Source: an optimization exercise on an open RTL-to-GDS flow (aim: small area). Production flows keep margins and buffers that such runs may drop. In this exercise RTL edits were held to simulation tests only and were not proved equivalent to the original. Power and IR drop assume default switching activity.

`design/flow/config.mk`:
```
export PLATFORM = sky130hd
export DESIGN_NAME = Segway
export DESIGN_NICKNAME = Segway
export VERILOG_FILES = /design/flow/design.v
export SDC_FILE = /design/flow/constraint.sdc
export NUM_CORES = 4
export LEC_CHECK = 0
export CAP_MARGIN = 20
export CORE_MARGIN = 2
export CORE_UTILIZATION = 40
export SLEW_MARGIN = 20
```
`design/flow/constraint.sdc`:
```
create_clock -name core_clock -period 12.0 [get_ports {clk}]
set_input_delay 2.4000 -clock core_clock [delete_from_list [all_inputs] [get_ports {clk}]]
set_output_delay 2.4000 -clock core_clock [all_outputs]
set_load 0.01 [all_outputs]
```
`design/flow/design.v`:
```
module rst_synch(RST_n, clk, rst_n);
input RST_n, clk;
output reg rst_n;
reg metastab;
always_ff @(negedge clk, negedge RST_n) begin
	if (!RST_n)
		metastab <= 1'b0;
	else
		metastab <= 1'b1;
end
always_ff @(negedge clk, negedge RST_n) begin
	if (!RST_n)
		rst_n <= 1'b0;
	else
		rst_n <= metastab;
end
endmodule
module rca #(parameter W = 8) (input [W-1:0] a, input [W-1:0] b, input ci,
                               output [W-1:0] s, output co);
    wire [W:0] c;
    assign c[0] = ci;
    genvar i;
    generate
        for (i = 0; i < W; i = i + 1) begin : g
            wire p = a[i] ^ b[i];
            assign s[i] = p ^ c[i];
            assign c[i+1] = (a[i] & b[i]) | (p & c[i]);
        end
    endgenerate
    assign co = c[W];
endmodule
module inc #(parameter W = 8) (input [W-1:0] a, input ci, output [W-1:0] s, output co);
    wire [W:0] c;
    assign c[0] = ci;
    genvar i;
    generate
        for (i = 0; i < W; i = i + 1) begin : g
            assign s[i] = a[i] ^ c[i];
            assign c[i+1] = a[i] & c[i];
        end
    endgenerate
    assign co = c[W];
endmodule
module ltc #(parameter W = 8) (input [W-1:0] a, input [W-1:0] b, input ci, output lt);
    wire [W:0] c;
    assign c[0] = ci;
    genvar i;
    generate
        for (i = 0; i < W; i = i + 1) begin : g
            assign c[i+1] = (~a[i] & b[i]) | (~a[i] & c[i]) | (b[i] & c[i]);
        end
    endgenerate
    assign lt = c[W];
endmodule
module SPI_mstr16 #(parameter RW = 8) (
    input  clk, rst_n,
    input  wrt,
    input  MISO,
    output SCLK,
    output SS_n,
    output done,
    output busy,
    output reg rx0,             
    output reg [RW-1:0] rd,     
    output reg [3:0] mosi_idx   
);
    reg [4:0] sclk_div;
    reg [4:0] c;
    assign SCLK = sclk_div[4];
    assign done = (c == 5'd0);
    assign busy = ~done;
    wire smpl = (sclk_div == 5'd15) && (c != 5'd0);
    wire [4:0] sclk_inc, c_inc;
    inc #(5) u_s(.a(sclk_div), .ci(1'b1), .s(sclk_inc), .co());
    inc #(5) u_c(.a(c), .ci(1'b1), .s(c_inc), .co());
    wire fin  = (c == 5'd17) && (sclk_div == 5'd17);
    assign SS_n = done | fin;
    always_ff @(posedge clk, negedge rst_n)
        if (!rst_n)
            sclk_div <= 5'd0;
        else if (wrt)
            sclk_div <= 5'b10111;
        else
            sclk_div <= sclk_inc;
    always_ff @(posedge clk, negedge rst_n)
        if (!rst_n)
            c <= 5'd0;
        else if (wrt)
            c <= 5'd1;
        else if (smpl)
            c <= c_inc;
        else if (fin)
            c <= 5'd0;
    always_ff @(posedge clk, negedge rst_n)
        if (!rst_n)
            rx0 <= 1'b0;
        else if (smpl && c == 5'd1)
            rx0 <= MISO;
    always_ff @(posedge clk)
        if (smpl)
            rd <= {rd[RW-2:0], MISO};
    always_comb begin
        if (!sclk_div[4] || c == 5'd1)
            mosi_idx = 4'd15 - (c[3:0] - 4'd1);
        else
            mosi_idx = 4'd15 - (c[3:0] - 4'd2);
    end
endmodule
module UART_rcv(clk, rst_n, RX, is_g, is_s);
    input clk, rst_n;
    input RX;
    output is_g, is_s;
    reg RX_meta, RX_stab;
    reg active;
    reg [3:0] rx_counter;
    reg [11:0] baud_counter;
    reg mg, ms;
    always_ff @(posedge clk, negedge rst_n)
        if (!rst_n) begin
            RX_meta <= 1'b0;
            RX_stab <= 1'b0;
        end else begin
            RX_meta <= RX;
            RX_stab <= RX_meta;
        end
    wire [11:0] baud_inc;
    wire [3:0] rx_inc;
    inc #(12) u_b(.a(baud_counter), .ci(1'b1), .s(baud_inc), .co());
    inc #(4) u_r(.a(rx_counter), .ci(1'b1), .s(rx_inc), .co());
    wire start = ~active & ~RX_stab;
    wire shift = active & (baud_counter == 12'd2604);
    wire fin   = active & ~shift & (rx_counter == 4'd10);
    always_ff @(posedge clk, negedge rst_n)
        if (!rst_n)
            active <= 1'b0;
        else if (start)
            active <= 1'b1;
        else if (fin)
            active <= 1'b0;
    always_ff @(posedge clk, negedge rst_n)
        if (!rst_n)
            baud_counter <= 12'h000;
        else if (start)
            baud_counter <= 12'd1302;
        else if (shift)
            baud_counter <= 12'h000;
        else if (active)
            baud_counter <= baud_inc;
    always_ff @(posedge clk, negedge rst_n)
        if (!rst_n)
            rx_counter <= 4'h0;
        else if (start)
            rx_counter <= 4'h0;
        else if (shift)
            rx_counter <= rx_inc;
    reg pg, ps;
    always_comb begin
        pg = 1'b1; ps = 1'b1;
        case (rx_counter)
            4'd1: begin pg = 1'b1; ps = 1'b1; end
            4'd2: begin pg = 1'b1; ps = 1'b1; end
            4'd3: begin pg = 1'b1; ps = 1'b0; end
            4'd4: begin pg = 1'b0; ps = 1'b0; end
            4'd5: begin pg = 1'b0; ps = 1'b1; end
            4'd6: begin pg = 1'b1; ps = 1'b1; end
            4'd7: begin pg = 1'b1; ps = 1'b1; end
            4'd8: begin pg = 1'b0; ps = 1'b0; end
            default: begin pg = RX_stab; ps = RX_stab; end    
        endcase
    end
    always_ff @(posedge clk, negedge rst_n)
        if (!rst_n) begin
            mg <= 1'b0;
            ms <= 1'b0;
        end else if (start) begin
            mg <= 1'b1;
            ms <= 1'b1;
        end else if (shift) begin
            mg <= mg & (RX_stab == pg);
            ms <= ms & (RX_stab == ps);
        end
    assign is_g = ~active & mg;
    assign is_s = ~active & ms;
endmodule
module Auth_blk(clk, rst_n, RX, rider_off, pwr_up);
    input clk, rst_n;
    input RX, rider_off;
    output reg pwr_up;
    localparam [1:0] OFF = 2'd0, PWR1 = 2'd1, PWR2 = 2'd2;
    reg [1:0] state, next_state;
    wire g, s;
    UART_rcv rcv(.clk(clk), .rst_n(rst_n), .RX(RX), .is_g(g), .is_s(s));
    always_ff @(posedge clk, negedge rst_n)
        if (!rst_n)
            state <= OFF;
        else
            state <= next_state;
    always_comb begin
        next_state = PWR1;
        pwr_up = 1'b0;
        case (state)
            OFF:
                if (g) pwr_up = 1'b1;
                else next_state = OFF;
            PWR1:
                if (s) begin
                    if (rider_off) next_state = OFF;
                    else begin next_state = PWR2; pwr_up = 1'b1; end
                end else
                    pwr_up = 1'b1;
            PWR2:
                if (rider_off) next_state = OFF;
                else if (g) pwr_up = 1'b1;
                else begin next_state = PWR2; pwr_up = 1'b1; end
            default: ;
        endcase
    end
endmodule
module inertial_integrator(clk, rst_n, upd, ld_fus, ptch_rt, AZ, ptch);
    input clk, rst_n;
    input upd, ld_fus;
    input [15:0] ptch_rt, AZ;
    output [15:0] ptch;
    reg [26:0] ptch_int;
    reg fus;
    wire lt;
    wire [26:0] nxt;
    integ_comb u_c(.ptch_int(ptch_int), .ptch_rt(ptch_rt), .AZ(AZ), .fus(fus), .lt(lt), .nxt(nxt));
    always_ff @(posedge clk)
        if (ld_fus)
            fus <= lt;
    always_ff @(posedge clk, negedge rst_n)
        if (!rst_n)
            ptch_int <= 27'd0;
        else if (upd)
            ptch_int <= nxt;
    assign ptch = ptch_int[26:11];
endmodule
module integ_comb(input [26:0] ptch_int, input [15:0] ptch_rt, input [15:0] AZ, input fus,
                  output lt, output [26:0] nxt);
    wire [15:0] ptch = ptch_int[26:11];
    wire [8:0] azc_hi;
    wire [15:0] X;
    rca #(9) u_az3(.a(AZ[15:7]), .b(9'd3), .ci(1'b0), .s(azc_hi), .co());
    assign X = {azc_hi, AZ[6:0]};
    wire [18:0] Xe = {{3{X[15]}}, X};
    wire [18:0] X5, X7;
    rca #(19) u_x5b(.a({Xe[16:0], 2'b00}), .b(Xe), .ci(1'b0), .s(X5), .co());
    rca #(19) u_x7(.a({Xe[15:0], 3'b000}), .b(~Xe), .ci(1'b1), .s(X7), .co());
    wire [25:0] prod;
    rca #(26) u_pr(.a({X5[18], X5, 6'b0}), .b({{7{X7[18]}}, X7}), .ci(1'b0), .s(prod), .co());
    wire [15:0] acc = {{3{prod[25]}}, prod[25:13]};
    ltc #(16) u_cmp(.a({~ptch[15], ptch[14:0]}), .b({~acc[15], acc[14:0]}), .ci(1'b0), .lt(lt));
    wire [15:0] R;
    rca #(16) u_r(.a(ptch_rt), .b(16'hFC3E), .ci(1'b0), .s(R), .co());
    wire [26:0] B = ~{{11{R[15]}}, R};
    wire [16:0] T_hi;
    rca #(17) u_t(.a(B[26:10]), .b({17{~fus}}), .ci(fus), .s(T_hi), .co());
    rca #(27) u_n(.a(ptch_int), .b({T_hi, B[9:0]}), .ci(1'b1), .s(nxt), .co());
endmodule
module inert_intf(clk, rst_n, tmr_full, vld, vld_d, ptch, SS_n, SCLK, MOSI, MISO, INT);
    input clk, rst_n;
    input tmr_full;           
    output vld;               
    output reg vld_d;         
    output [15:0] ptch;       
    output SS_n, SCLK, MOSI;
    input MISO;
    input INT;
    localparam [3:0] INIT1 = 4'd0, INIT2 = 4'd1, INIT3 = 4'd2, INIT4 = 4'd3,
                     CHECK = 4'd4, READ1 = 4'd5, READ2 = 4'd6, READ3 = 4'd7,
                     READ4 = 4'd8, VALID = 4'd9;
    reg [3:0] state, nxt_state;
    wire done, busy, rx0;
    wire [7:0] rd;
    wire [3:0] idx;
    reg wrt;
    SPI_mstr16 #(.RW(8)) mstr(.clk(clk), .rst_n(rst_n), .wrt(wrt), .MISO(MISO),
                    .SCLK(SCLK), .SS_n(SS_n), .done(done), .busy(busy),
                    .rx0(rx0), .rd(rd), .mosi_idx(idx));
    reg [15:0] cmd;
    always_comb
        case (state)
            INIT2:   cmd = 16'h0D02;
            INIT3:   cmd = 16'h1053;
            INIT4:   cmd = 16'h1150;
            READ2:   cmd = 16'hA200;
            READ3:   cmd = 16'hA300;
            READ4:   cmd = 16'hAC00;
            VALID:   cmd = 16'hAD00;
            default: cmd = 16'h1460;    
        endcase
    assign MOSI = busy ? cmd[idx] : rx0;
    reg INT_meta, INT_stab;
    always_ff @(posedge clk, negedge rst_n)
        if (!rst_n) begin
            INT_meta <= 1'b0;
            INT_stab <= 1'b0;
        end else begin
            INT_meta <= INT;
            INT_stab <= INT_meta;
        end
    always_ff @(posedge clk, negedge rst_n)
        if (!rst_n)
            vld_d <= 1'b0;
        else
            vld_d <= vld;
    always_ff @(posedge clk, negedge rst_n)
        if (!rst_n)
            state <= INIT1;
        else
            state <= nxt_state;
    always_comb begin
        nxt_state = state;
        wrt = 1'b0;
        case (state)
            INIT1: if (tmr_full) begin wrt = 1'b1; nxt_state = INIT2; end
            INIT2: if (done) begin wrt = 1'b1; nxt_state = INIT3; end
            INIT3: if (done) begin wrt = 1'b1; nxt_state = INIT4; end
            INIT4: if (done) begin wrt = 1'b1; nxt_state = CHECK; end
            CHECK: if (INT_stab) nxt_state = READ1;
            READ1: if (done) begin wrt = 1'b1; nxt_state = READ2; end
            READ2: if (done) begin wrt = 1'b1; nxt_state = READ3; end
            READ3: if (done) begin wrt = 1'b1; nxt_state = READ4; end
            READ4: if (done) begin wrt = 1'b1; nxt_state = VALID; end
            VALID: if (done) nxt_state = CHECK;
            default: nxt_state = INIT1;
        endcase
    end
    assign vld = (state == VALID) && done;
    reg [7:0] ptch_h, ptch_l, AZ_h;
    always_ff @(posedge clk) begin
        if (state == READ2 && done) ptch_l <= rd;
        if (state == READ3 && done) ptch_h <= rd;
    end
    always_ff @(posedge clk, negedge rst_n)
        if (!rst_n)
            AZ_h <= 8'h00;
        else if (vld_d)
            AZ_h <= rd;
    inertial_integrator integ(.clk(clk), .rst_n(rst_n), .upd(vld_d),
                              .ld_fus(state == READ4 && done),
                              .ptch_rt({ptch_h, ptch_l}), .AZ({AZ_h, rd}), .ptch(ptch));
endmodule
module balance_cntrl(clk, rst_n, vld, ptch, ld_cell_diff, lft_spd, lft_rev,
                     rght_spd, rght_rev, rider_off, en_steer, pwr_up, too_fast);
    input clk, rst_n;
    input vld;                         
    input [15:0] ptch;                 
    input [8:0] ld_cell_diff;          
    input rider_off;
    input en_steer;
    input pwr_up;
    output [10:0] lft_spd, rght_spd;
    output lft_rev, rght_rev;
    output too_fast;
    reg [17:0] ptch_I_term;
    reg [9:0] ptch_err_tmp, prev_ptch_err;
    reg clr_d;
    reg [10:0] lspd, rspd;
    reg lrev, rrev;
    wire [9:0] e;
    wire [17:0] integral;
    wire ov;
    wire [10:0] lspd_n, rspd_n;
    wire lrev_n, rrev_n;
    bal_comb u_c(.ptch(ptch), .ptch_I_term(ptch_I_term), .prev_ptch_err(prev_ptch_err),
                 .steer_d(en_steer), .diff_d(ld_cell_diff), .pwr_up(1'b1),
                 .e(e), .integral(integral), .ov(ov),
                 .lft_spd(lspd_n), .lft_rev(lrev_n), .rght_spd(rspd_n), .rght_rev(rrev_n),
                 .too_fast());
    always_ff @(posedge clk, negedge rst_n)
        if (!rst_n) begin
            lspd <= 11'd0;
            rspd <= 11'd0;
            lrev <= 1'b0;
            rrev <= 1'b0;
        end else begin
            lspd <= lspd_n;
            rspd <= rspd_n;
            lrev <= lrev_n;
            rrev <= rrev_n;
        end
    assign lft_spd = lspd & {11{pwr_up}};
    assign rght_spd = rspd & {11{pwr_up}};
    assign lft_rev = lrev;
    assign rght_rev = rrev;
    assign too_fast = pwr_up & ((lspd > 11'd1536) | (rspd > 11'd1536));
    always_ff @(posedge clk, negedge rst_n)
        if (!rst_n)
            clr_d <= 1'b0;
        else
            clr_d <= ~pwr_up | rider_off;
    always_ff @(posedge clk, negedge rst_n)
        if (!rst_n)
            ptch_I_term <= 18'h00000;
        else if (clr_d)
            ptch_I_term <= 18'h00000;
        else if (vld & ~ov)
            ptch_I_term <= integral;
    always_ff @(posedge clk, negedge rst_n)
        if (!rst_n) begin
            ptch_err_tmp <= 10'h000;
            prev_ptch_err <= 10'h000;
        end else if (vld) begin
            ptch_err_tmp <= e;
            prev_ptch_err <= ptch_err_tmp;
        end
endmodule
module bal_comb(input [15:0] ptch, input [17:0] ptch_I_term, input [9:0] prev_ptch_err,
                input steer_d, input [8:0] diff_d, input pwr_up,
                output [9:0] e, output [17:0] integral, output ov,
                output [10:0] lft_spd, output lft_rev, output [10:0] rght_spd, output rght_rev,
                output too_fast);
    assign e = ptch[15] ? (&ptch[14:9] ? ptch[9:0] : 10'h200)
                        : (|ptch[14:9] ? 10'h1ff : {1'b0, ptch[8:0]});
    rca #(18) u_i(.a({{8{e[9]}}, e}), .b(ptch_I_term), .ci(1'b0), .s(integral), .co());
    assign ov = (e[9] & ptch_I_term[17] & ~integral[17]) |
                (~e[9] & ~ptch_I_term[17] & integral[17]);
    wire [9:0] dd;
    rca #(10) u_d(.a(e), .b(~prev_ptch_err), .ci(1'b1), .s(dd), .co());
    wire [6:0] ds = dd[9] ? (&dd[8:6] ? dd[6:0] : 7'h40)
                          : (|dd[8:6] ? 7'h3f : {1'b0, dd[5:0]});
    wire [12:0] ee = {{3{e[9]}}, e};
    wire [12:0] e7;
    rca #(13) u_e7(.a({ee[9:0], 3'b000}), .b(~ee), .ci(1'b1), .s(e7), .co());
    wire [9:0] dse = {{3{ds[6]}}, ds};
    wire [9:0] d5;
    rca #(10) u_d5(.a({dse[7:0], 2'b00}), .b(dse), .ci(1'b0), .s(d5), .co());
    wire [14:0] pd;
    rca #(15) u_pd(.a({{2{e7[12]}}, e7}), .b({{4{d5[9]}}, d5, 1'b0}), .ci(1'b0), .s(pd), .co());
    wire [15:0] pid;
    rca #(16) u_pid(.a({pd, 1'b0}), .b(ptch_I_term[17:2]), .ci(1'b0), .s(pid), .co());
    wire [15:0] steer = steer_d ? {{7{diff_d[8]}}, diff_d} : 16'h0000;
    wire [15:0] lft_torque, rght_torque;
    rca #(16) u_l(.a(pid), .b(~steer), .ci(1'b1), .s(lft_torque), .co());
    rca #(16) u_r(.a(pid), .b(steer), .ci(1'b0), .s(rght_torque), .co());
    shape sl(.t(lft_torque), .pwr_up(pwr_up), .spd(lft_spd), .rev(lft_rev));
    shape sr(.t(rght_torque), .pwr_up(pwr_up), .spd(rght_spd), .rev(rght_rev));
    assign too_fast = (lft_spd > 11'd1536) | (rght_spd > 11'd1536);
endmodule
module shape(input [15:0] t, input pwr_up, output [10:0] spd, output rev);
    wire neg = t[15];
    wire [15:0] x = t ^ {16{neg}};            
    wire lowt = ~|x[15:7] & ((x[6:0] < 7'd69) | ((x[6:0] == 7'd69) & ~neg));
    wire hit  = |x[15:11] | (x[10:0] > 11'd1067) | ((x[10:0] == 11'd1067) & neg);
    wire [10:0] big;
    rca #(11) u_b(.a(x[10:0]), .b(11'd980), .ci(neg), .s(big), .co());
    wire [6:0] a7;
    inc #(7) u_a(.a(x[6:0]), .ci(neg), .s(a7), .co());
    wire [10:0] m15;
    rca #(11) u_m(.a({a7, 4'b0000}), .b(~{4'b0000, a7}), .ci(1'b1), .s(m15), .co());
    assign spd = (hit ? 11'h7ff : (lowt ? m15 : big)) & {11{pwr_up}};
    assign rev = neg ? (t >= 16'd33748) : (t >= 16'd31788);
endmodule
module steer_en(clk, rst_n, lft_ld, rght_ld, en_steer, rider_off, ld_cell_diff);
    input clk, rst_n;
    input [11:0] lft_ld, rght_ld;
    output reg en_steer;
    output reg rider_off;
    output [8:0] ld_cell_diff;       
    localparam [1:0] IDLE = 2'd0, WAIT = 2'd1, STEER_EN = 2'd2;
    reg [1:0] state, nxt_state;
    reg [14:0] timer_cnt;
    reg clr_tmr;
    wire diff_gt_eigth, diff_gt_15_16, sum_gt_min, sum_lt_min;
    steer_comb u_c(.lft_ld(lft_ld), .rght_ld(rght_ld), .ld_cell_diff(ld_cell_diff),
                   .diff_gt_eigth(diff_gt_eigth), .diff_gt_15_16(diff_gt_15_16),
                   .sum_gt_min(sum_gt_min), .sum_lt_min(sum_lt_min));
    wire tmr_full = &timer_cnt;
    wire [14:0] tmr_inc;
    inc #(15) u_t(.a(timer_cnt), .ci(1'b1), .s(tmr_inc), .co());
    always_ff @(posedge clk)
        timer_cnt <= clr_tmr ? 15'd0 : tmr_inc;
    always_ff @(posedge clk, negedge rst_n)
        if (!rst_n)
            state <= IDLE;
        else
            state <= nxt_state;
    always_comb begin
        en_steer = 1'b0;
        clr_tmr = 1'b0;
        rider_off = 1'b0;
        nxt_state = IDLE;
        case (state)
            IDLE:
                if (sum_gt_min) begin
                    nxt_state = WAIT;
                    clr_tmr = 1'b1;
                end else
                    rider_off = 1'b1;
            WAIT:
                if (!sum_gt_min)
                    rider_off = 1'b1;
                else if (diff_gt_eigth) begin
                    nxt_state = WAIT;
                    clr_tmr = 1'b1;
                end else if (tmr_full) begin
                    nxt_state = STEER_EN;
                    en_steer = 1'b1;
                end else
                    nxt_state = WAIT;
            STEER_EN:
                if (sum_lt_min)
                    rider_off = 1'b1;
                else if (diff_gt_15_16) begin
                    nxt_state = WAIT;
                    clr_tmr = 1'b1;
                end else begin
                    en_steer = 1'b1;
                    nxt_state = STEER_EN;
                end
            default: ;
        endcase
    end
endmodule
module steer_comb(input [11:0] lft_ld, input [11:0] rght_ld, output [8:0] ld_cell_diff,
                  output diff_gt_eigth, output diff_gt_15_16, output sum_gt_min, output sum_lt_min);
    wire [12:0] ld_sum;
    rca #(12) u_s(.a(lft_ld), .b(rght_ld), .ci(1'b0), .s(ld_sum[11:0]), .co(ld_sum[12]));
    wire [11:0] d;
    wire ge;                                    
    rca #(12) u_d(.a(lft_ld), .b(~rght_ld), .ci(1'b1), .s(d), .co(ge));
    assign ld_cell_diff = d[11:3];
    wire neg = ~ge;
    wire [11:0] x = d ^ {12{neg}};
    wire gt8;
    ltc #(12) u_c8(.a({2'b00, ld_sum[12:3]}), .b(x), .ci(neg), .lt(gt8));
    assign diff_gt_eigth = gt8;
    wire [11:0] mn = neg ? lft_ld : rght_ld;
    wire le16;
    ltc #(9) u_c16(.a({mn[7:0], 1'b1}), .b(ld_sum[12:4]), .ci(1'b1), .lt(le16));
    assign diff_gt_15_16 = ~|mn[11:8] & le16;
    assign sum_gt_min = ld_sum > 13'h220;
    assign sum_lt_min = ld_sum < 13'h1e0;
endmodule
module PWM11(clk, rst_n, cnt, duty, PWM_sig);
    input clk, rst_n;
    input [10:0] cnt;
    input [10:0] duty;
    output reg PWM_sig;
    wire R;    
    wire lt;
    ltc #(11) u_c(.a(cnt), .b(duty), .ci(1'b0), .lt(lt));
    assign R = ~lt;
    always_ff @(posedge clk, negedge rst_n)
        if (!rst_n)
            PWM_sig <= 1'b0;
        else if (R)
            PWM_sig <= 1'b0;
        else if (cnt == 11'd0)
            PWM_sig <= 1'b1;
endmodule
module mtr_drv(clk, rst_n, lft_spd, lft_rev, PWM_rev_lft, PWM_frwrd_lft, rght_spd, rght_rev, PWM_rev_rght, PWM_frwrd_rght);
    input clk, rst_n;
    input [10:0] lft_spd, rght_spd;
    input lft_rev, rght_rev;
    output PWM_rev_lft, PWM_frwrd_lft;
    output PWM_rev_rght, PWM_frwrd_rght;
    reg [10:0] cnt;
    wire lft_sig, rght_sig;
    wire [10:0] cnt_inc;
    inc #(11) u_i(.a(cnt), .ci(1'b1), .s(cnt_inc), .co());
    always_ff @(posedge clk, negedge rst_n)
        if (!rst_n)
            cnt <= 11'd0;
        else
            cnt <= cnt_inc;
    PWM11 lft(.clk(clk), .rst_n(rst_n), .cnt(cnt), .duty(lft_spd), .PWM_sig(lft_sig));
    PWM11 rght(.clk(clk), .rst_n(rst_n), .cnt(cnt), .duty(rght_spd), .PWM_sig(rght_sig));
    assign PWM_rev_lft = lft_rev & lft_sig;
    assign PWM_frwrd_lft = ~lft_rev & lft_sig;
    assign PWM_rev_rght = rght_rev & rght_sig;
    assign PWM_frwrd_rght = ~rght_rev & rght_sig;
endmodule
module A2D_intf(clk, rst_n, nxt, lft_ld, rght_ld, batt_low, SS_n, SCLK, MOSI, MISO);
    input clk, rst_n;
    input nxt;
    output reg [11:0] lft_ld, rght_ld;
    output reg batt_low;
    input MISO;
    output MOSI, SCLK, SS_n;
    localparam [1:0] IDLE = 2'd0, WRITE = 2'd1, UPDATE = 2'd2, READ = 2'd3;
    reg [1:0] state, nxt_state;
    reg [1:0] count;
    reg wrt, update;
    wire done, busy, rx0;
    wire [11:0] rd;
    wire [3:0] idx;
    SPI_mstr16 #(.RW(12)) master(.clk(clk), .rst_n(rst_n), .wrt(wrt), .MISO(MISO),
                    .SCLK(SCLK), .SS_n(SS_n), .done(done), .busy(busy),
                    .rx0(rx0), .rd(rd), .mosi_idx(idx));
    assign MOSI = busy ? ((idx == 4'd13) & (count != 2'd0)) | ((idx == 4'd11) & (count == 2'd2))
                       : rx0;
    always_ff @(posedge clk, negedge rst_n)
        if (!rst_n)
            count <= 2'b00;
        else if (update)
            count <= (count == 2'b10) ? 2'b00 : count + 2'd1;
    always_ff @(posedge clk, negedge rst_n)
        if (!rst_n)
            lft_ld <= 12'h000;
        else if (update && count == 2'd0)
            lft_ld <= rd;
    always_ff @(posedge clk, negedge rst_n)
        if (!rst_n)
            rght_ld <= 12'h000;
        else if (update && count == 2'd1)
            rght_ld <= rd;
    always_ff @(posedge clk, negedge rst_n)
        if (!rst_n)
            batt_low <= 1'b1;
        else if (update && count[1])
            batt_low <= (rd <= 12'h800);
    always_ff @(posedge clk, negedge rst_n)
        if (!rst_n)
            state <= IDLE;
        else
            state <= nxt_state;
    always_comb begin
        update = 1'b0;
        wrt = 1'b0;
        nxt_state = state;
        case (state)
            IDLE:   if (nxt) begin wrt = 1'b1; nxt_state = WRITE; end
            WRITE:  if (done) nxt_state = UPDATE;
            UPDATE: begin wrt = 1'b1; nxt_state = READ; end
            READ:   if (done) begin update = 1'b1; nxt_state = IDLE; end
        endcase
    end
endmodule
module piezo(clk, rst_n, norm_mode, ovr_spd, batt_low, sound, sound_n, tmr_full);
    input clk, rst_n;
    input norm_mode, ovr_spd, batt_low;
    output reg sound;
    output sound_n;
    output tmr_full;
    reg [26:0] count;
    assign sound_n = ~sound;
    assign tmr_full = &count[15:0];
    wire [26:0] count_inc;
    inc #(27) u_i(.a(count), .ci(1'b1), .s(count_inc), .co());
    always_ff @(posedge clk, negedge rst_n)
        if (!rst_n)
            count <= 27'h0000000;
        else if (count == 27'h5f5e100)
            count <= 27'h0000000;
        else
            count <= count_inc;
    wire S_norm = norm_mode & (count[26:22] == 5'b00001) & !count[16];
    wire R_norm = !norm_mode | (count[26:22] != 5'b00001) | count[16];
    wire S_ovr  = ovr_spd & !count[13] & count[19];
    wire R_ovr  = !ovr_spd | count[13];
    wire batt_win = (count[26:25] == 2'b00) & (count[23:22] == 2'b01);
    wire S_batt = batt_low & !count[15] & batt_win;
    wire R_batt = !batt_low | count[15];
    wire S = (S_norm & !ovr_spd & !batt_low) | (S_ovr & !(batt_win & batt_low)) | S_batt;
    wire R = R_norm & R_ovr & R_batt;
    always_ff @(posedge clk, negedge rst_n)
        if (!rst_n)
            sound <= 1'b0;
        else if (R)
            sound <= 1'b0;
        else if (S)
            sound <= 1'b1;
endmodule
module Segway(clk,RST_n,LED,INERT_SS_n,INERT_MOSI,
              INERT_SCLK,INERT_MISO,A2D_SS_n,A2D_MOSI,A2D_SCLK,
              A2D_MISO,PWM_rev_rght,PWM_frwrd_rght,PWM_rev_lft,
              PWM_frwrd_lft,piezo_n,piezo,INT,RX);
    input clk,RST_n;
    input INERT_MISO;
    input A2D_MISO;
    input INT;
    input RX;
    output [7:0] LED;
    output A2D_SS_n, INERT_SS_n;
    output A2D_MOSI, INERT_MOSI;
    output A2D_SCLK, INERT_SCLK;
    output PWM_rev_rght, PWM_frwrd_rght;
    output PWM_rev_lft, PWM_frwrd_lft;
    output piezo_n,piezo;
    wire rst_n;
    wire pwr_up;
    wire [11:0] lft_ld, rght_ld;
    wire batt_low;
    wire [15:0] ptch;                      
    wire vld, vld_d;
    wire tmr_full;
    wire en_steer, rider_off;
    wire [8:0] ld_cell_diff;
    wire [10:0] lft_spd, rght_spd;
    wire lft_rev, rght_rev;
    wire too_fast;
    assign LED = 8'h00;
    Auth_blk iAUTH(.clk(clk), .rst_n(rst_n), .RX(RX), .rider_off(rider_off), .pwr_up(pwr_up));
    inert_intf iININT(.clk(clk), .rst_n(rst_n), .tmr_full(tmr_full), .INT(INT),
                      .vld(vld), .vld_d(vld_d), .ptch(ptch),
                      .SS_n(INERT_SS_n), .SCLK(INERT_SCLK), .MOSI(INERT_MOSI), .MISO(INERT_MISO));
    balance_cntrl iBAL(.clk(clk), .rst_n(rst_n), .vld(vld_d), .ptch(ptch), .rider_off(rider_off),
                       .en_steer(en_steer), .pwr_up(pwr_up), .ld_cell_diff(ld_cell_diff),
                       .too_fast(too_fast), .lft_spd(lft_spd), .lft_rev(lft_rev),
                       .rght_spd(rght_spd), .rght_rev(rght_rev));
    steer_en iSTEER(.clk(clk), .rst_n(rst_n), .lft_ld(lft_ld), .rght_ld(rght_ld),
                    .en_steer(en_steer), .rider_off(rider_off), .ld_cell_diff(ld_cell_diff));
    mtr_drv iMTR(.clk(clk), .rst_n(rst_n), .lft_spd(lft_spd), .lft_rev(lft_rev),
                 .rght_spd(rght_spd), .rght_rev(rght_rev),
                 .PWM_rev_lft(PWM_rev_lft), .PWM_frwrd_lft(PWM_frwrd_lft),
                 .PWM_rev_rght(PWM_rev_rght), .PWM_frwrd_rght(PWM_frwrd_rght));
    A2D_intf iA2DINT(.clk(clk), .rst_n(rst_n), .nxt(vld),
                     .lft_ld(lft_ld), .rght_ld(rght_ld), .batt_low(batt_low),
                     .SS_n(A2D_SS_n), .SCLK(A2D_SCLK), .MOSI(A2D_MOSI), .MISO(A2D_MISO));
    piezo iSPKR(.clk(clk), .rst_n(rst_n), .norm_mode(pwr_up), .ovr_spd(too_fast), .batt_low(batt_low),
                .sound(piezo), .sound_n(piezo_n), .tmr_full(tmr_full));
    rst_synch iRST(.clk(clk), .RST_n(RST_n), .rst_n(rst_n));
endmodule
```
`design/flow/run.sh`:
```
#!/bin/bash
# synth_recipe.tcl (not shown) runs the flow's synth.tcl, then flattens the netlist and writes it again
# the make line also repeats each setting of config.mk as NAME=value (left out here)
make -C /OpenROAD-flow-scripts/flow DESIGN_CONFIG=/design/flow/config.mk WORK_HOME=/design/flow/orfs CLKGATE_MAP_FILE= SYNTH_SCRIPT=/design/flow/synth_recipe.tcl finish
```
==> reports/metrics.cfg, run 1 <==
[logic_synthesis]
netlist_instances = 1842
ys_top_cells_by_count = inv_1 (284), dfrtp_1 (221), fa_1 (193)
synth_cell_types = 84
synthArstFlopShare = 0.8116
ys_ff_latch = 276
post-synth-top-area-fraction = 0.2745
avgSynthCellArea_um2 = 10.94
synth_flop_cell = dfrtp_1
synth_area_um2 = 20150
synth-edff-count = 37
yosysMostFrequentCell = inv_1
yosysTopAreaCell = dfrtp_1
ys_warn_count = 13
seq_area_frac_synth = 0.3483
synth_area_leaders = dfrtp_1 (27%), fa_1 (19%), ha_1 (11%)

[power]
p_clk_frac = 0.495
leakagePower_uw = 0.01114
p_per_area_nw_per_um2 = 83.86
finalPower_uw = 2028
combPwrFrac = 0.025
pwr-share-seq = 0.479
vdd_drop_max_mv = 0.08027
cell_internal_pwr_uw = 1572
p_switching_uw = 455.7
switching_share = 0.2247

[flow_run]
maxCapViolCount = 0

[clocking]
path_clk_slew_ns = 0.05
cts_tree = done
clkLatencyLatePin_ns = 0.55
htree_levels = 2
root_buffer = clkbuf_16
holdBufCountCts = 0
cts_max_path_buffers = 3
clock-sinks = 276
cts-buffers-inserted = 34

[cells_and_area]
area_growth_pct = 20.01
layoutNonFillerInstCount = 2697
fin_nets = 2384
insertedDiodeCount = 0
drive_gt1_frac = 0.2277

[hold_path]
holdPathStages = 0
hold_path_class = flop to flop

[detailed_routing]
viasPerCell = 4.931
drt-initial-drc-count = 630
wl_um = 39440
drc = 0
vias = 13300
drt_pre_antenna_iters = 5
routedWlPerCell_um = 14.62
ant_nets = 0

[timing]
fin_ws_ns = -2.851
layout_min_cycle_time_ns = 14.85
relSlewSlack = 0.3259
period_share = 1.238
tns_ns = -42.25
fmax_mhz = 67.34
hold_ws_ns = 0.3003
rsz0062_at_grt = yes
fin_skew_ns = 0.01826
drv_slew = 0
setup-violations-final = 24
tightest_slew_ns = 1.003
final_hold_viol_count = 0

[place]
dp.cells = 2617
place.gp.congestion = 0.8282
portBuffers = 17
hpwl_um = 29980
dp_slack_ns = -3.198

[worst_setup_path]
reg2reg_depth = 62
critPathKind = flop to flop
cp-start-kind = flop
crit_slowest_cell = fa_2
cp.required_ns = 12.42
critPathMostFrequentCell = fa_2
cp.arrival_ns = 15.27
max_stage_delay_ns = 0.41
path_max_fanout = 6
critPathCaptureType = flop

[floorplanning]
dieHeight_um = 228.4
rows = 82
die_w_um = 228.4
dieArea_um2 = 52180
start_util = 0.4032
io_pins = 26
core_um2 = 49970

[run_status]
status = finished with violations
failed_checks = setup timing

[grt]
grt_overflow = 0
track_usage = 0.1583
grt_max_degree = 160
grt_pass1_vias = 14100
grt_antenna_before_repair = 0
grt_first_pass_wirelength_um = 69370

power by group through the flow:
stage / clock (µW) / sequential (µW) / combinational (µW)
5_1_grt: 1080 / 974 / 62.0
3_3_place_gp: 0 / 989 / 49.1
6_report: 1000 / 972 / 51.2
2_1_floorplan: 0 / 996 / 29.7
3_5_place_dp: 0 / 990 / 51.8
4_1_cts: 1040 / 973 / 52.4
sequential cells by signal (all words and copies together), names as in the netlist, 12 cells and up:
signal,flops
iA2DINT.lft_ld,12
iSTEER.timer_cnt,15
iA2DINT.rght_ld,12
iBAL.ptch_I_term,18
iA2DINT.master.rd,12
iSPKR.count,27
iAUTH.rcv.baud_counter,12
iININT.integ.ptch_int,27
per-layer routing:
| layer | share of wire | vias up | GRT usage |
|---|---|---|---|
| met5 | 0 | - | 0 |
| met1 | 0.46 | 6655 | 0.2095 |
| met2 | 0.49 | 120 | 0.2700 |
| met4 | 0.025 | 0 | 0.05106 |
| li1 | - | 6456 | - |
| met3 | 0.022 | 68 | 0.02058 |
layout by cell type (no fill, tap or decap), types with 9 or more instances in the layout:
cell and count:
fa_1 128, dfrtp_1 220, conb_1 9, edfxtp_1 37, mux2_4 11, clkinv_2 9
nor3_1 24, xor2_1 18, o21ai_0 50, mux2_2 60, clkdlybuf4s50_1 17, inv_1 267
nor4_1 12, clkbuf_16 34, a22o_1 10, buf_4 139, o22ai_1 9, nand2_1 96
and2_1 41, fa_2 65, ha_1 161, xnor2_1 23, dfxtp_1 15, and3_1 9
nand2b_1 14, inv_2 14, nand4_1 18, nand3_1 17, mux2i_1 34, nor2_1 91
ha_4 22, maj3_2 16, nor2b_1 31, a21oi_1 82
cell families after synthesis:
logic type,synth area share
simple gates,0.09980
fa+ha+maj,0.3186
buf+inv,0.06577
compound gates,0.08285
flops,0.3483
other cells,0.0003728
mux,0.05987
xor+xnor,0.02441
final timing paths:
check	startpoint	slack (ns)	to
setup / recovery	iA2DINT.lft_ld[0]	-2.85	iBAL.lspd[10]
hold / removal	iRST.metastab	0.30	iRST.rst_n
setup reg to reg	iA2DINT.lft_ld[0]	-2.85	iBAL.lspd[10]
hold reg to reg	iRST.metastab	0.30	iRST.rst_n
max in group asynchronous	RST_n	3.94	iRST.rst_n
min in group asynchronous	iRST.rst_n	6.32	iININT.INT_meta
through the flow:
stage / cell area [µm²] / util
2_1_floorplan: 20740 / -
3_3_place_gp: 22510 / 0.4505
3_5_place_dp: 22510 / 0.4505
4_1_cts: 23990 / 0.4802
5_1_grt: 24180 / 0.4839
6_report: 24180 / 0.4839
what timing repair did:
action                                  in CTS  in global routing
endpoints found under the setup margin      24                 24
buffers inserted                            12                  5
pin swaps                                   33                 23
endpoints found under the hold margin        0                  0
gates cloned                                 0                  1
resized for setup                           60                 23
cell type report:
cell class,instances,area (µm²)
clock buffers,44,918.4
flip-flops and latches,276,7019
clock inverters,17,175.2
multi-input cells,1230,12690
repair buffers,172,1450
inverters,286,1082
well taps,672,840.8
fillers,4506,25790
worst max-delay path, delay by kind of cell (launching register included):
kind | cells | cell delay [ns]
muxes | 1 | 0.32
DFF | 1 | 0.40
AOI/OAI and AO/OA | 7 | 0.86
and+or+nand+nor | 6 | 0.64
xor gates and xnor gates | 4 | 0.76
buffers and inverters | 9 | 0.70
adders and majority gates | 35 | 11.07
==> inputs of run 2 (changes only) <==
--- a/design/flow/design.v
+++ b/design/flow/design.v
@@ -61,4 +61,5 @@
     output done,
     output busy,
+    output fin,                 
     output reg rx0,             
     output reg [RW-1:0] rd,     
@@ -74,5 +75,5 @@
     inc #(5) u_s(.a(sclk_div), .ci(1'b1), .s(sclk_inc), .co());
     inc #(5) u_c(.a(c), .ci(1'b1), .s(c_inc), .co());
-    wire fin  = (c == 5'd17) && (sclk_div == 5'd17);
+    assign fin = (c == 5'd17) && (sclk_div == 5'd17);
     assign SS_n = done | fin;
     always_ff @(posedge clk, negedge rst_n)
@@ -114,5 +115,5 @@
     reg active;
     reg [3:0] rx_counter;
-    reg [11:0] baud_counter;
+    reg [11:0] baud_counter;      
     reg mg, ms;
     always_ff @(posedge clk, negedge rst_n)
@@ -124,10 +125,11 @@
             RX_stab <= RX_meta;
         end
-    wire [11:0] baud_inc;
+    localparam [11:0] LFSR_1302 = 12'h72d, LFSR_2604 = 12'h7ee;
+    wire [11:0] baud_inc = {baud_counter[10:0],
+                            ~(baud_counter[11] ^ baud_counter[10] ^ baud_counter[9] ^ baud_counter[3])};
     wire [3:0] rx_inc;
-    inc #(12) u_b(.a(baud_counter), .ci(1'b1), .s(baud_inc), .co());
     inc #(4) u_r(.a(rx_counter), .ci(1'b1), .s(rx_inc), .co());
     wire start = ~active & ~RX_stab;
-    wire shift = active & (baud_counter == 12'd2604);
+    wire shift = active & (baud_counter == LFSR_2604);
     wire fin   = active & ~shift & (rx_counter == 4'd10);
     always_ff @(posedge clk, negedge rst_n)
@@ -138,17 +140,13 @@
         else if (fin)
             active <= 1'b0;
-    always_ff @(posedge clk, negedge rst_n)
-        if (!rst_n)
-            baud_counter <= 12'h000;
-        else if (start)
-            baud_counter <= 12'd1302;
+    always_ff @(posedge clk)
+        if (start)
+            baud_counter <= LFSR_1302;
         else if (shift)
             baud_counter <= 12'h000;
         else if (active)
             baud_counter <= baud_inc;
-    always_ff @(posedge clk, negedge rst_n)
-        if (!rst_n)
-            rx_counter <= 4'h0;
-        else if (start)
+    always_ff @(posedge clk)
+        if (start)
             rx_counter <= 4'h0;
         else if (shift)
@@ -259,10 +257,9 @@
     rca #(27) u_n(.a(ptch_int), .b({T_hi, B[9:0]}), .ci(1'b1), .s(nxt), .co());
 endmodule
-module inert_intf(clk, rst_n, tmr_full, vld, vld_d, ptch, SS_n, SCLK, MOSI, MISO, INT);
+module inert_intf(clk, rst_n, tmr_full, vld, ptch, SS_n, SCLK, MOSI, MISO, INT);
     input clk, rst_n;
     input tmr_full;           
     output vld;               
-    output reg vld_d;         
-    output [15:0] ptch;       
+    output [15:0] ptch;
     output SS_n, SCLK, MOSI;
     input MISO;
@@ -277,5 +274,5 @@
     reg wrt;
     SPI_mstr16 #(.RW(8)) mstr(.clk(clk), .rst_n(rst_n), .wrt(wrt), .MISO(MISO),
-                    .SCLK(SCLK), .SS_n(SS_n), .done(done), .busy(busy),
+                    .SCLK(SCLK), .SS_n(SS_n), .done(done), .busy(busy), .fin(),
                     .rx0(rx0), .rd(rd), .mosi_idx(idx));
     reg [15:0] cmd;
@@ -303,9 +300,4 @@
     always_ff @(posedge clk, negedge rst_n)
         if (!rst_n)
-            vld_d <= 1'b0;
-        else
-            vld_d <= vld;
-    always_ff @(posedge clk, negedge rst_n)
-        if (!rst_n)
             state <= INIT1;
         else
@@ -337,7 +329,7 @@
         if (!rst_n)
             AZ_h <= 8'h00;
-        else if (vld_d)
+        else if (vld)
             AZ_h <= rd;
-    inertial_integrator integ(.clk(clk), .rst_n(rst_n), .upd(vld_d),
+    inertial_integrator integ(.clk(clk), .rst_n(rst_n), .upd(vld),
                               .ld_fus(state == READ4 && done),
                               .ptch_rt({ptch_h, ptch_l}), .AZ({AZ_h, rd}), .ptch(ptch));
@@ -346,6 +338,6 @@
                      rght_spd, rght_rev, rider_off, en_steer, pwr_up, too_fast);
     input clk, rst_n;
-    input vld;                         
-    input [15:0] ptch;                 
+    input vld;
+    input [15:0] ptch;
     input [8:0] ld_cell_diff;          
     input rider_off;
@@ -357,5 +349,5 @@
     reg [17:0] ptch_I_term;
     reg [9:0] ptch_err_tmp, prev_ptch_err;
-    reg clr_d;
+    reg [15:0] pid_q;
     reg [10:0] lspd, rspd;
     reg lrev, rrev;
@@ -363,23 +355,18 @@
     wire [17:0] integral;
     wire ov;
+    wire [15:0] pid;
+    pid_comb u_p(.ptch(ptch), .ptch_I_term(ptch_I_term), .prev_ptch_err(prev_ptch_err),
+                 .e(e), .integral(integral), .ov(ov), .pid(pid));
     wire [10:0] lspd_n, rspd_n;
     wire lrev_n, rrev_n;
-    bal_comb u_c(.ptch(ptch), .ptch_I_term(ptch_I_term), .prev_ptch_err(prev_ptch_err),
-                 .steer_d(en_steer), .diff_d(ld_cell_diff), .pwr_up(1'b1),
-                 .e(e), .integral(integral), .ov(ov),
-                 .lft_spd(lspd_n), .lft_rev(lrev_n), .rght_spd(rspd_n), .rght_rev(rrev_n),
-                 .too_fast());
-    always_ff @(posedge clk, negedge rst_n)
-        if (!rst_n) begin
-            lspd <= 11'd0;
-            rspd <= 11'd0;
-            lrev <= 1'b0;
-            rrev <= 1'b0;
-        end else begin
-            lspd <= lspd_n;
-            rspd <= rspd_n;
-            lrev <= lrev_n;
-            rrev <= rrev_n;
-        end
+    trq_comb u_t(.pid(pid_q), .steer(en_steer), .diff(ld_cell_diff),
+                 .lft_spd(lspd_n), .lft_rev(lrev_n), .rght_spd(rspd_n), .rght_rev(rrev_n));
+    always_ff @(posedge clk) begin
+        pid_q <= pid;
+        lspd <= lspd_n;
+        rspd <= rspd_n;
+        lrev <= lrev_n;
+        rrev <= rrev_n;
+    end
     assign lft_spd = lspd & {11{pwr_up}};
     assign rght_spd = rspd & {11{pwr_up}};
@@ -387,13 +374,6 @@
     assign rght_rev = rrev;
     assign too_fast = pwr_up & ((lspd > 11'd1536) | (rspd > 11'd1536));
-    always_ff @(posedge clk, negedge rst_n)
-        if (!rst_n)
-            clr_d <= 1'b0;
-        else
-            clr_d <= ~pwr_up | rider_off;
-    always_ff @(posedge clk, negedge rst_n)
-        if (!rst_n)
-            ptch_I_term <= 18'h00000;
-        else if (clr_d)
+    always_ff @(posedge clk)
+        if (~pwr_up | rider_off)
             ptch_I_term <= 18'h00000;
         else if (vld & ~ov)
@@ -408,9 +388,6 @@
         end
 endmodule
-module bal_comb(input [15:0] ptch, input [17:0] ptch_I_term, input [9:0] prev_ptch_err,
-                input steer_d, input [8:0] diff_d, input pwr_up,
-                output [9:0] e, output [17:0] integral, output ov,
-                output [10:0] lft_spd, output lft_rev, output [10:0] rght_spd, output rght_rev,
-                output too_fast);
+module pid_comb(input [15:0] ptch, input [17:0] ptch_I_term, input [9:0] prev_ptch_err,
+                output [9:0] e, output [17:0] integral, output ov, output [15:0] pid);
     assign e = ptch[15] ? (&ptch[14:9] ? ptch[9:0] : 10'h200)
                         : (|ptch[14:9] ? 10'h1ff : {1'b0, ptch[8:0]});
@@ -430,15 +407,16 @@
     wire [14:0] pd;
     rca #(15) u_pd(.a({{2{e7[12]}}, e7}), .b({{4{d5[9]}}, d5, 1'b0}), .ci(1'b0), .s(pd), .co());
-    wire [15:0] pid;
     rca #(16) u_pid(.a({pd, 1'b0}), .b(ptch_I_term[17:2]), .ci(1'b0), .s(pid), .co());
-    wire [15:0] steer = steer_d ? {{7{diff_d[8]}}, diff_d} : 16'h0000;
+endmodule
+module trq_comb(input [15:0] pid, input steer, input [8:0] diff,
+                output [10:0] lft_spd, output lft_rev, output [10:0] rght_spd, output rght_rev);
+    wire [15:0] s = steer ? {{7{diff[8]}}, diff} : 16'h0000;
     wire [15:0] lft_torque, rght_torque;
-    rca #(16) u_l(.a(pid), .b(~steer), .ci(1'b1), .s(lft_torque), .co());
-    rca #(16) u_r(.a(pid), .b(steer), .ci(1'b0), .s(rght_torque), .co());
-    shape sl(.t(lft_torque), .pwr_up(pwr_up), .spd(lft_spd), .rev(lft_rev));
-    shape sr(.t(rght_torque), .pwr_up(pwr_up), .spd(rght_spd), .rev(rght_rev));
-    assign too_fast = (lft_spd > 11'd1536) | (rght_spd > 11'd1536);
+    rca #(16) u_l(.a(pid), .b(~s), .ci(1'b1), .s(lft_torque), .co());
+    rca #(16) u_r(.a(pid), .b(s), .ci(1'b0), .s(rght_torque), .co());
+    shape sl(.t(lft_torque), .spd(lft_spd), .rev(lft_rev));
+    shape sr(.t(rght_torque), .spd(rght_spd), .rev(rght_rev));
 endmodule
-module shape(input [15:0] t, input pwr_up, output [10:0] spd, output rev);
+module shape(input [15:0] t, output [10:0] spd, output rev);
     wire neg = t[15];
     wire [15:0] x = t ^ {16{neg}};            
@@ -451,26 +429,42 @@
     wire [10:0] m15;
     rca #(11) u_m(.a({a7, 4'b0000}), .b(~{4'b0000, a7}), .ci(1'b1), .s(m15), .co());
-    assign spd = (hit ? 11'h7ff : (lowt ? m15 : big)) & {11{pwr_up}};
+    assign spd = hit ? 11'h7ff : (lowt ? m15 : big);
     assign rev = neg ? (t >= 16'd33748) : (t >= 16'd31788);
 endmodule
-module steer_en(clk, rst_n, lft_ld, rght_ld, en_steer, rider_off, ld_cell_diff);
+module steer_en(clk, rst_n, lft_e, rght_e, en_steer, rider_off, ld_cell_diff);
     input clk, rst_n;
-    input [11:0] lft_ld, rght_ld;
+    input [11:0] lft_e, rght_e;
     output reg en_steer;
     output reg rider_off;
-    output [8:0] ld_cell_diff;       
+    output reg [8:0] ld_cell_diff;   
     localparam [1:0] IDLE = 2'd0, WAIT = 2'd1, STEER_EN = 2'd2;
     reg [1:0] state, nxt_state;
-    reg [14:0] timer_cnt;
+    reg [15:0] timer_cnt;         
     reg clr_tmr;
-    wire diff_gt_eigth, diff_gt_15_16, sum_gt_min, sum_lt_min;
-    steer_comb u_c(.lft_ld(lft_ld), .rght_ld(rght_ld), .ld_cell_diff(ld_cell_diff),
-                   .diff_gt_eigth(diff_gt_eigth), .diff_gt_15_16(diff_gt_15_16),
-                   .sum_gt_min(sum_gt_min), .sum_lt_min(sum_lt_min));
-    wire tmr_full = &timer_cnt;
-    wire [14:0] tmr_inc;
-    inc #(15) u_t(.a(timer_cnt), .ci(1'b1), .s(tmr_inc), .co());
+    wire gt8_n, gt16_n, sgt_n, slt_n;
+    wire [8:0] diff_n;
+    steer_comb u_c(.lft_ld(lft_e), .rght_ld(rght_e), .ld_cell_diff(diff_n),
+                   .diff_gt_eigth(gt8_n), .diff_gt_15_16(gt16_n),
+                   .sum_gt_min(sgt_n), .sum_lt_min(slt_n));
+    reg diff_gt_eigth, diff_gt_15_16, sum_gt_min, sum_lt_min;
+    always_ff @(posedge clk, negedge rst_n)
+        if (!rst_n) begin
+            diff_gt_eigth <= 1'b0;    
+            diff_gt_15_16 <= 1'b0;
+            sum_gt_min <= 1'b0;
+            sum_lt_min <= 1'b1;
+        end else begin
+            diff_gt_eigth <= gt8_n;
+            diff_gt_15_16 <= gt16_n;
+            sum_gt_min <= sgt_n;
+            sum_lt_min <= slt_n;
+        end
     always_ff @(posedge clk)
-        timer_cnt <= clr_tmr ? 15'd0 : tmr_inc;
+        ld_cell_diff <= diff_n;
+    wire tmr_full = (timer_cnt == 16'hd577);
+    wire [15:0] tmr_inc = {timer_cnt[14:0],
+                           ~(timer_cnt[15] ^ timer_cnt[14] ^ timer_cnt[12] ^ timer_cnt[3])};
+    always_ff @(posedge clk)
+        timer_cnt <= clr_tmr ? 16'd0 : tmr_inc;
     always_ff @(posedge clk, negedge rst_n)
         if (!rst_n)
@@ -574,8 +568,8 @@
     assign PWM_frwrd_rght = ~rght_rev & rght_sig;
 endmodule
-module A2D_intf(clk, rst_n, nxt, lft_ld, rght_ld, batt_low, SS_n, SCLK, MOSI, MISO);
+module A2D_intf(clk, rst_n, nxt, lft_e, rght_e, batt_low, SS_n, SCLK, MOSI, MISO);
     input clk, rst_n;
     input nxt;
-    output reg [11:0] lft_ld, rght_ld;
+    output reg [11:0] lft_e, rght_e;
     output reg batt_low;
     input MISO;
@@ -585,9 +579,9 @@
     reg [1:0] count;
     reg wrt, update;
-    wire done, busy, rx0;
+    wire done, busy, fin, rx0;
     wire [11:0] rd;
     wire [3:0] idx;
     SPI_mstr16 #(.RW(12)) master(.clk(clk), .rst_n(rst_n), .wrt(wrt), .MISO(MISO),
-                    .SCLK(SCLK), .SS_n(SS_n), .done(done), .busy(busy),
+                    .SCLK(SCLK), .SS_n(SS_n), .done(done), .busy(busy), .fin(fin),
                     .rx0(rx0), .rd(rd), .mosi_idx(idx));
     assign MOSI = busy ? ((idx == 4'd13) & (count != 2'd0)) | ((idx == 4'd11) & (count == 2'd2))
@@ -600,12 +594,12 @@
     always_ff @(posedge clk, negedge rst_n)
         if (!rst_n)
-            lft_ld <= 12'h000;
-        else if (update && count == 2'd0)
-            lft_ld <= rd;
+            lft_e <= 12'h000;
+        else if (state == READ && fin && count == 2'd0)
+            lft_e <= rd;
     always_ff @(posedge clk, negedge rst_n)
         if (!rst_n)
-            rght_ld <= 12'h000;
-        else if (update && count == 2'd1)
-            rght_ld <= rd;
+            rght_e <= 12'h000;
+        else if (state == READ && fin && count == 2'd1)
+            rght_e <= rd;
     always_ff @(posedge clk, negedge rst_n)
         if (!rst_n)
@@ -683,8 +677,8 @@
     wire rst_n;
     wire pwr_up;
-    wire [11:0] lft_ld, rght_ld;
+    wire [11:0] lft_e, rght_e;            
     wire batt_low;
-    wire [15:0] ptch;                      
-    wire vld, vld_d;
+    wire [15:0] ptch;
+    wire vld;
     wire tmr_full;
     wire en_steer, rider_off;
@@ -696,11 +690,11 @@
     Auth_blk iAUTH(.clk(clk), .rst_n(rst_n), .RX(RX), .rider_off(rider_off), .pwr_up(pwr_up));
     inert_intf iININT(.clk(clk), .rst_n(rst_n), .tmr_full(tmr_full), .INT(INT),
-                      .vld(vld), .vld_d(vld_d), .ptch(ptch),
+                      .vld(vld), .ptch(ptch),
                       .SS_n(INERT_SS_n), .SCLK(INERT_SCLK), .MOSI(INERT_MOSI), .MISO(INERT_MISO));
-    balance_cntrl iBAL(.clk(clk), .rst_n(rst_n), .vld(vld_d), .ptch(ptch), .rider_off(rider_off),
+    balance_cntrl iBAL(.clk(clk), .rst_n(rst_n), .vld(vld), .ptch(ptch), .rider_off(rider_off),
                        .en_steer(en_steer), .pwr_up(pwr_up), .ld_cell_diff(ld_cell_diff),
                        .too_fast(too_fast), .lft_spd(lft_spd), .lft_rev(lft_rev),
                        .rght_spd(rght_spd), .rght_rev(rght_rev));
-    steer_en iSTEER(.clk(clk), .rst_n(rst_n), .lft_ld(lft_ld), .rght_ld(rght_ld),
+    steer_en iSTEER(.clk(clk), .rst_n(rst_n), .lft_e(lft_e), .rght_e(rght_e),
                     .en_steer(en_steer), .rider_off(rider_off), .ld_cell_diff(ld_cell_diff));
     mtr_drv iMTR(.clk(clk), .rst_n(rst_n), .lft_spd(lft_spd), .lft_rev(lft_rev),
@@ -709,5 +703,5 @@
                  .PWM_rev_rght(PWM_rev_rght), .PWM_frwrd_rght(PWM_frwrd_rght));
     A2D_intf iA2DINT(.clk(clk), .rst_n(rst_n), .nxt(vld),
-                     .lft_ld(lft_ld), .rght_ld(rght_ld), .batt_low(batt_low),
+                     .lft_e(lft_e), .rght_e(rght_e), .batt_low(batt_low),
                      .SS_n(A2D_SS_n), .SCLK(A2D_SCLK), .MOSI(A2D_MOSI), .MISO(A2D_MISO));
     piezo iSPKR(.clk(clk), .rst_n(rst_n), .norm_mode(pwr_up), .ovr_spd(too_fast), .batt_low(batt_low),
--- a/design/flow/config.mk
+++ b/design/flow/config.mk
@@ -8,4 +8,4 @@
 export CAP_MARGIN = 20
 export CORE_MARGIN = 2
-export CORE_UTILIZATION = 40
+export CORE_UTILIZATION = 60
 export SLEW_MARGIN = 20
==> reports/metrics.cfg, run 2 <==
[clocking]
cts-buffers-inserted = 35  ; was 34
clock-sinks = 304  ; was 276
clkLatencyLatePin_ns = 0.55  ; about the same
htree_levels = 2  ; unchanged
cts_max_path_buffers = 3  ; unchanged
path_clk_slew_ns = 0.06  ; was 0.05 ns
root_buffer = clkbuf_16  ; unchanged
cts_tree = done  ; unchanged

[detailed_routing]
wl_um = 39510  ; was 39,440 µm
drc = 0  ; unchanged
drt-initial-drc-count = 845  ; was 630
ant_nets = 0  ; unchanged
routedWlPerCell_um = 15.85  ; was 14.62 µm
viasPerCell = 5.455  ; was 4.931
drt_pre_antenna_iters = 6  ; was 5
vias = 13600  ; was 13,300

[logic_synthesis]
seq_area_frac_synth = 0.3566  ; was 0.3483
synth_area_leaders = dfrtp_1 (20%), fa_1 (19%), ha_1 (10%)  ; was dfrtp_1 (27%), fa_1 (19%), ha_1 (11%)
synth_fa_ha_area_frac = 0.2936  ; was 0.3186
synth_top_family_by_area = adder cells  ; unchanged
yosysTopAreaCell = dfrtp_1  ; unchanged
synth_flop_cell = dfrtp_1  ; unchanged
ys_top_cells_by_count = inv_1 (286), nand2_1 (214), fa_1 (191)  ; was inv_1 (284), dfrtp_1 (221), fa_1 (193)
synth.area.mux_share = 0.02500  ; was 0.05987
synth_xor_area_frac = 0.02659  ; was 0.02441
synth-edff-count = 37  ; unchanged
ys_warn_count = 13  ; unchanged
synth-compound-area-share = 0.09726  ; was 0.08285
post-synth-top-area-fraction = 0.2005  ; was 0.2745
avgSynthCellArea_um2 = 10.25  ; was 10.94 µm²
netlist_instances = 1996  ; was 1,842
synth_cell_types = 93  ; was 84
synthArstFlopShare = 0.5526  ; was 0.8116
synth_area_um2 = 20470  ; was 20,150 µm²
yosys.area_share.simple = 0.1347  ; was 0.09980
ys_ff_latch = 304  ; was 276
yosysMostFrequentCell = inv_1  ; unchanged

[power]
switching_share = 0.2229  ; was 0.2247
cell_internal_pwr_uw = 1758  ; was 1572 µW
vdd_drop_max_mv = 0.1147  ; was 0.08027 mV
p_clk_frac = 0.487  ; was 0.495
p_switching_uw = 504.2  ; was 455.7 µW
combPwrFrac = 0.033  ; was 0.025
p_per_area_nw_per_um2 = 101.0  ; was 83.86 nW/µm²
pwr-share-seq = 0.480  ; was 0.479
leakagePower_uw = 0.01005  ; was 0.01114 µW

[floorplanning]
dieHeight_um = 188.7  ; was 228.4 µm
io_pins = 26  ; unchanged
dieArea_um2 = 35610  ; was 52,180 µm²
rows = 67  ; was 82
start_util = 0.6104  ; was 0.4032
die_w_um = 188.7  ; was 228.4 µm
core_um2 = 33530  ; was 49,970 µm²

[timing]
layout_min_cycle_time_ns = 11.46  ; was 14.85 ns
final_hold_viol_count = 0  ; unchanged
tns_ns = 0  ; was -42.25 ns
setup-violations-final = 0  ; was 24
period_share = 0.9550  ; was 1.238
relSlewSlack = 0.3243  ; was 0.3259
fmax_mhz = 87.26  ; was 67.34 MHz
drv_slew = 0  ; unchanged
fin_skew_ns = 0.02741  ; was 0.01826 ns
hold_ws_ns = 0.3058  ; was 0.3003 ns
tightest_slew_ns = 1.005  ; was 1.003 ns
fin_ws_ns = 0.5398  ; was -2.851 ns

[grt]
grt_first_pass_wirelength_um = 67890  ; was 69,370 µm
grt_max_degree = 167  ; was 160
grt_antenna_before_repair = 0  ; unchanged
grt_overflow = 0  ; unchanged
grt_pass1_vias = 14270  ; was 14,100
track_usage = 0.2337  ; was 0.1583

[worst_setup_path]
cp.required_ns = 12.43  ; was 12.42 ns
cp.arrival_ns = 11.89  ; was 15.27 ns
crit_slowest_cell = fa_1  ; was fa_2
path_max_fanout = 6  ; unchanged
critPathCaptureType = flop  ; unchanged
critPathBufInv = 4  ; was 9
crit_family = adder cells  ; unchanged
critPathKind = flop to flop  ; unchanged
cp-start-kind = flop  ; unchanged
path_depth = 33  ; was 62
max_stage_delay_ns = 0.48  ; was 0.41 ns
critPathMostFrequentCell = fa_1  ; was fa_2
reg2reg_depth = 33  ; was 62

[cells_and_area]
postLayoutCellArea_um2 = 22390  ; was 24,180 µm²
insertedDiodeCount = 0  ; unchanged
top_regs = iININT.integ.ptch_int x27, iSPKR.count x27, iBAL.ptch_I_term x18  ; unchanged
fill_cells = 2616  ; was 4,506
fin_nets = 2381  ; was 2,384
final_cell_mix = inv_1 (284), nand2_1 (214), fa_1 (189)  ; was inv_1 (267), dfrtp_1 (220), ha_1 (161)
layout_commonest_cell = inv_1  ; unchanged
area_growth_pct = 9.414  ; was 20.01%
drive_gt1_frac = 0.06895  ; was 0.2277

[place]
dp_slack_ns = 0.3543  ; was -3.198 ns
hpwl_um = 29540  ; was 29,980 µm
portBuffers = 17  ; unchanged
place.gp.congestion = 0.8655  ; was 0.8282
placed_area_um2 = 21140  ; was 22,510 µm²

[hold_path]
holdPathStages = 0  ; unchanged
hold_path_class = flop to flop  ; unchanged

[flow_run]
maxCapViolCount = 0  ; unchanged

[run_status]
status = complete, no violations  ; was finished with violations

run 2: cells by family after synthesis:
kind of cell    count (synthesis)
compound gates                313
mux                            48
xor+xnor                       60
simple gates                  555
fa+ha+maj                     368
other cells                     2
buf+inv                       346
flops                         304
run 2: final cells by class:
cell class                 count  area [µm²]  share of cell area
tap                          448       560.5             0.02503
multi-input combinational   1353       11920              0.5322
sequential                   304        7301              0.3260
timing repair buffer          38       344.1             0.01536
clock buffer                  44       962.2             0.04297
inverter                     287        1080             0.04822
clock inverter                19       229.0             0.01022
run 2: power by group through the flow:
stage | clock network (µW) | registers, µW | logic (µW)
after detailed placement | 0 | 1110 | 75.6
after global placement | 0 | 1100 | 72.0
final | 1100 | 1090 | 73.9
after global routing | 1170 | 1090 | 84.7
after CTS | 1130 | 1090 | 75.7
after floorplan | 0 | 1100 | 54.9
run 2: final timing paths:
path,from,to,slack [ns]
max in group asynchronous,RST_n,iRST.rst_n,3.95
min in group asynchronous,iRST.rst_n,iSPKR.count[4],6.45
min reg2reg,iRST.metastab,iRST.rst_n,0.31
max reg2reg,iININT.integ.ptch_int[22],iBAL.pid_q[15],0.54
max,iININT.integ.ptch_int[22],iBAL.pid_q[15],0.54
min,iRST.metastab,iRST.rst_n,0.31
run 2: per-stage QoR:
| step | total power (µW) | cells | util |
|---|---|---|---|
| 6_report | 2262 | 2493 | 0.6678 |
| 5_1_grt | 2347 | 2493 | 0.6678 |
| 4_1_cts | 2291 | 2491 | 0.6660 |
| 3_5_place_dp | 1181 | 2428 | 0.6304 |
| 3_3_place_gp | 1176 | 2428 | 0.6303 |
| 2_1_floorplan | 1159 | 2003 | - |
run 2: per-layer routing:
metal	share of wire	global-route usage	vias up	wire, µm
met5	0	0	-	0
met4	0.022	0.07422	0	872
met3	0.030	0.03110	60	1179
met2	0.51	0.4142	196	20120
met1	0.44	0.2980	6693	17340
li1	-	-	6651	-
run 2: repair_timing:
| item | 4_1_cts | 5_1_grt |
|---|---|---|
| setup buffers | 0 | 2 |
| endpoints found under the setup margin | 0 | 7 |
| hold endpoints to repair | 0 | 0 |
| gates resized for setup | 0 | 14 |
| hold buffers | 0 | 0 |
==> inputs of run 3 (changes only) <==
--- a/design/flow/config.mk
+++ b/design/flow/config.mk
@@ -9,3 +9,4 @@
 export CORE_MARGIN = 2
 export CORE_UTILIZATION = 60
+export CTS_BUF_LIST = sky130_fd_sc_hd__clkbuf_4
 export SLEW_MARGIN = 20
==> reports/metrics.cfg, run 3 <==
[run_status]
status = complete, no violations  ; unchanged

[hold_path]
holdPathStages = 0  ; unchanged
whs_endpoint = iRST.rst_n  ; unchanged
hold_path_class = flop to flop  ; unchanged

[worst_setup_path]
crit_slowest_cell = fa_1  ; unchanged
path_max_fanout = 6  ; unchanged
critPathKind = flop to flop  ; unchanged
critPathMostFrequentCell = fa_1  ; unchanged
reg2reg_depth = 33  ; unchanged
r2r_start = iININT.integ.ptch_int[22]  ; unchanged
rr_endpoint = iBAL.pid_q[15]  ; unchanged
max_stage_delay_ns = 0.48  ; about the same
critPathBufInv = 4  ; unchanged
cp.arrival_ns = 12.06  ; was 11.89 ns

[clocking]
cts_max_path_buffers = 3  ; unchanged
cts-buffers-inserted = 83  ; was 35
htree_levels = 3  ; was 2
cts_tree = done  ; unchanged
clkLatencyLatePin_ns = 0.76  ; was 0.55 ns
clock-sinks = 304  ; unchanged
root_buffer = clkbuf_4  ; was clkbuf_16

[detailed_routing]
routedWlPerCell_um = 15.42  ; was 15.85 µm
drt-initial-drc-count = 806  ; was 845
viasPerCell = 5.383  ; was 5.455
wl_um = 39900  ; was 39,510 µm
vias = 13930  ; was 13,600
ant_nets = 0  ; unchanged
drc = 0  ; unchanged

[logic_synthesis]
netlist_instances = 1996  ; unchanged
ys_top_cells_by_count = inv_1 (286), nand2_1 (214), fa_1 (191)  ; unchanged
synthArstFlopShare = 0.5526  ; unchanged
ys_warn_count = 13  ; unchanged
yosysTopAreaCell = dfrtp_1  ; unchanged
post-synth-top-area-fraction = 0.2005  ; unchanged
seq_area_frac_synth = 0.3566  ; unchanged
avgSynthCellArea_um2 = 10.25  ; unchanged
synth_area_leaders = dfrtp_1 (20%), fa_1 (19%), ha_1 (10%)  ; unchanged
yosysMostFrequentCell = inv_1  ; unchanged
synth_cell_types = 93  ; unchanged
ys_ff_latch = 304  ; unchanged
synth_area_um2 = 20470  ; unchanged

[cells_and_area]
fin_nets = 2430  ; was 2,381
postLayoutCellArea_um2 = 22350  ; was 22,390 µm²
layoutNonFillerInstCount = 2587  ; was 2,493

[place]
portBuffers = 17  ; unchanged
placed_area_um2 = 21140  ; unchanged
place.gp.congestion = 0.8655  ; unchanged
dp.cells = 2428  ; unchanged

[grt]
grt_pass1_vias = 14670  ; was 14,270
track_usage = 0.2376  ; was 0.2337
grt_max_degree = 167  ; unchanged
use_met2 = 0.4143  ; was 0.4142
grt_first_pass_wirelength_um = 68900  ; was 67,890 µm
busiest_layer = met2  ; unchanged

[timing]
tightest_slew_ns = 1.014  ; was 1.005 ns
rsz0062_at_grt = no
drv_slew = 0  ; unchanged
tns_ns = 0  ; unchanged
fin_ws_ns = 0.5774  ; was 0.5398 ns
setup-violations-final = 0  ; unchanged
final_hold_viol_count = 0  ; unchanged
layout_min_cycle_time_ns = 11.42  ; was 11.46 ns
fmax_mhz = 87.55  ; was 87.26 MHz
fin_skew_ns = 0.1155  ; was 0.02741 ns

[power]
leakagePower_uw = 0.01015  ; was 0.01005 µW
p_per_area_nw_per_um2 = 96.17  ; was 101.0 nW/µm²
vdd_drop_max_mv = 0.1071  ; was 0.1147 mV

[floorplanning]
core_um2 = 33530  ; unchanged
dieArea_um2 = 35610  ; unchanged
dieHeight_um = 188.7  ; unchanged
io_pins = 26  ; unchanged

## run 3: cell count changes in the layout (fill, tap and decap cells not counted), moves of 2 or more
cell        previous run  this run
clkbuf_4               0       118
clkbuf_16             37         0
clkbuf_1               6         0
inv_2                  2         4
buf_4                 19        21
clkinvlp_4             2         0
clkinv_1               0        22
clkinv_4               2         0
## run 3: cell families (layout without fill, tap and decap cells)
family	after synthesis	after routing	synth area share
AOI/OAI and AO/OA	313	313	0.09726
xor gates and xnor gates	60	60	0.02659
adders and majority gates	368	368	0.2936
buffers and inverters	346	481	0.06584
DFF	304	304	0.3566
muxes	48	48	0.02500
other	2	10	0.0003669
and+or+nand+nor	555	555	0.1347
## run 3: final cells by class
class,count,area share
diodes,1,0.0001120
clock buffers,118,0.03964
clock inverters,37,0.01137
inverters,287,0.04832
multi-input cells,1353,0.5332
flip-flops and latches,304,0.3267
well taps,448,0.02508
repair buffers,39,0.01557
## run 3: worst max-delay path by stage
stage                                 to  slack (ns)  depth (start not counted)
after CTS                 iBAL.pid_q[15]        0.36                         34
after detailed placement  iBAL.pid_q[15]        0.35                         34
after global routing       iBAL.lspd[10]        0.02                         43
final                     iBAL.pid_q[15]        0.58                         33
after floorplan           iBAL.pid_q[15]        0.33                         32
after global placement    iBAL.pid_q[15]        0.55                         34
## run 3: layer usage
metal	wire length [µm]	vias to the layer above	part of all wire
met2	20250	260	0.51
met5	0	-	0
met1	17260	6776	0.43
met4	970	0	0.024
met3	1424	80	0.036
li1	-	6811	-
## run 3: power breakdown
part / switching, µW / total, µW / internal (µW)
Combinational: 39.0 / 73.9 / 34.8
Sequential: 24.5 / 1090 / 1060
Clock: 446 / 990 / 544
Total: 509 / 2150 / 1640
## run 3: repair_timing
item	in CTS	in global routing
resized for setup	0	11
setup endpoints to repair	0	7
buffers inserted	0	3
hold buffers	0	0
## run 3: metrics by stage
step	util	power (µW)
finish	0.6664	2149
global route	0.6664	2259
detailed placement	0.6304	1181
floorplan	-	1159
CTS	0.6644	2193
global placement	0.6303	1176
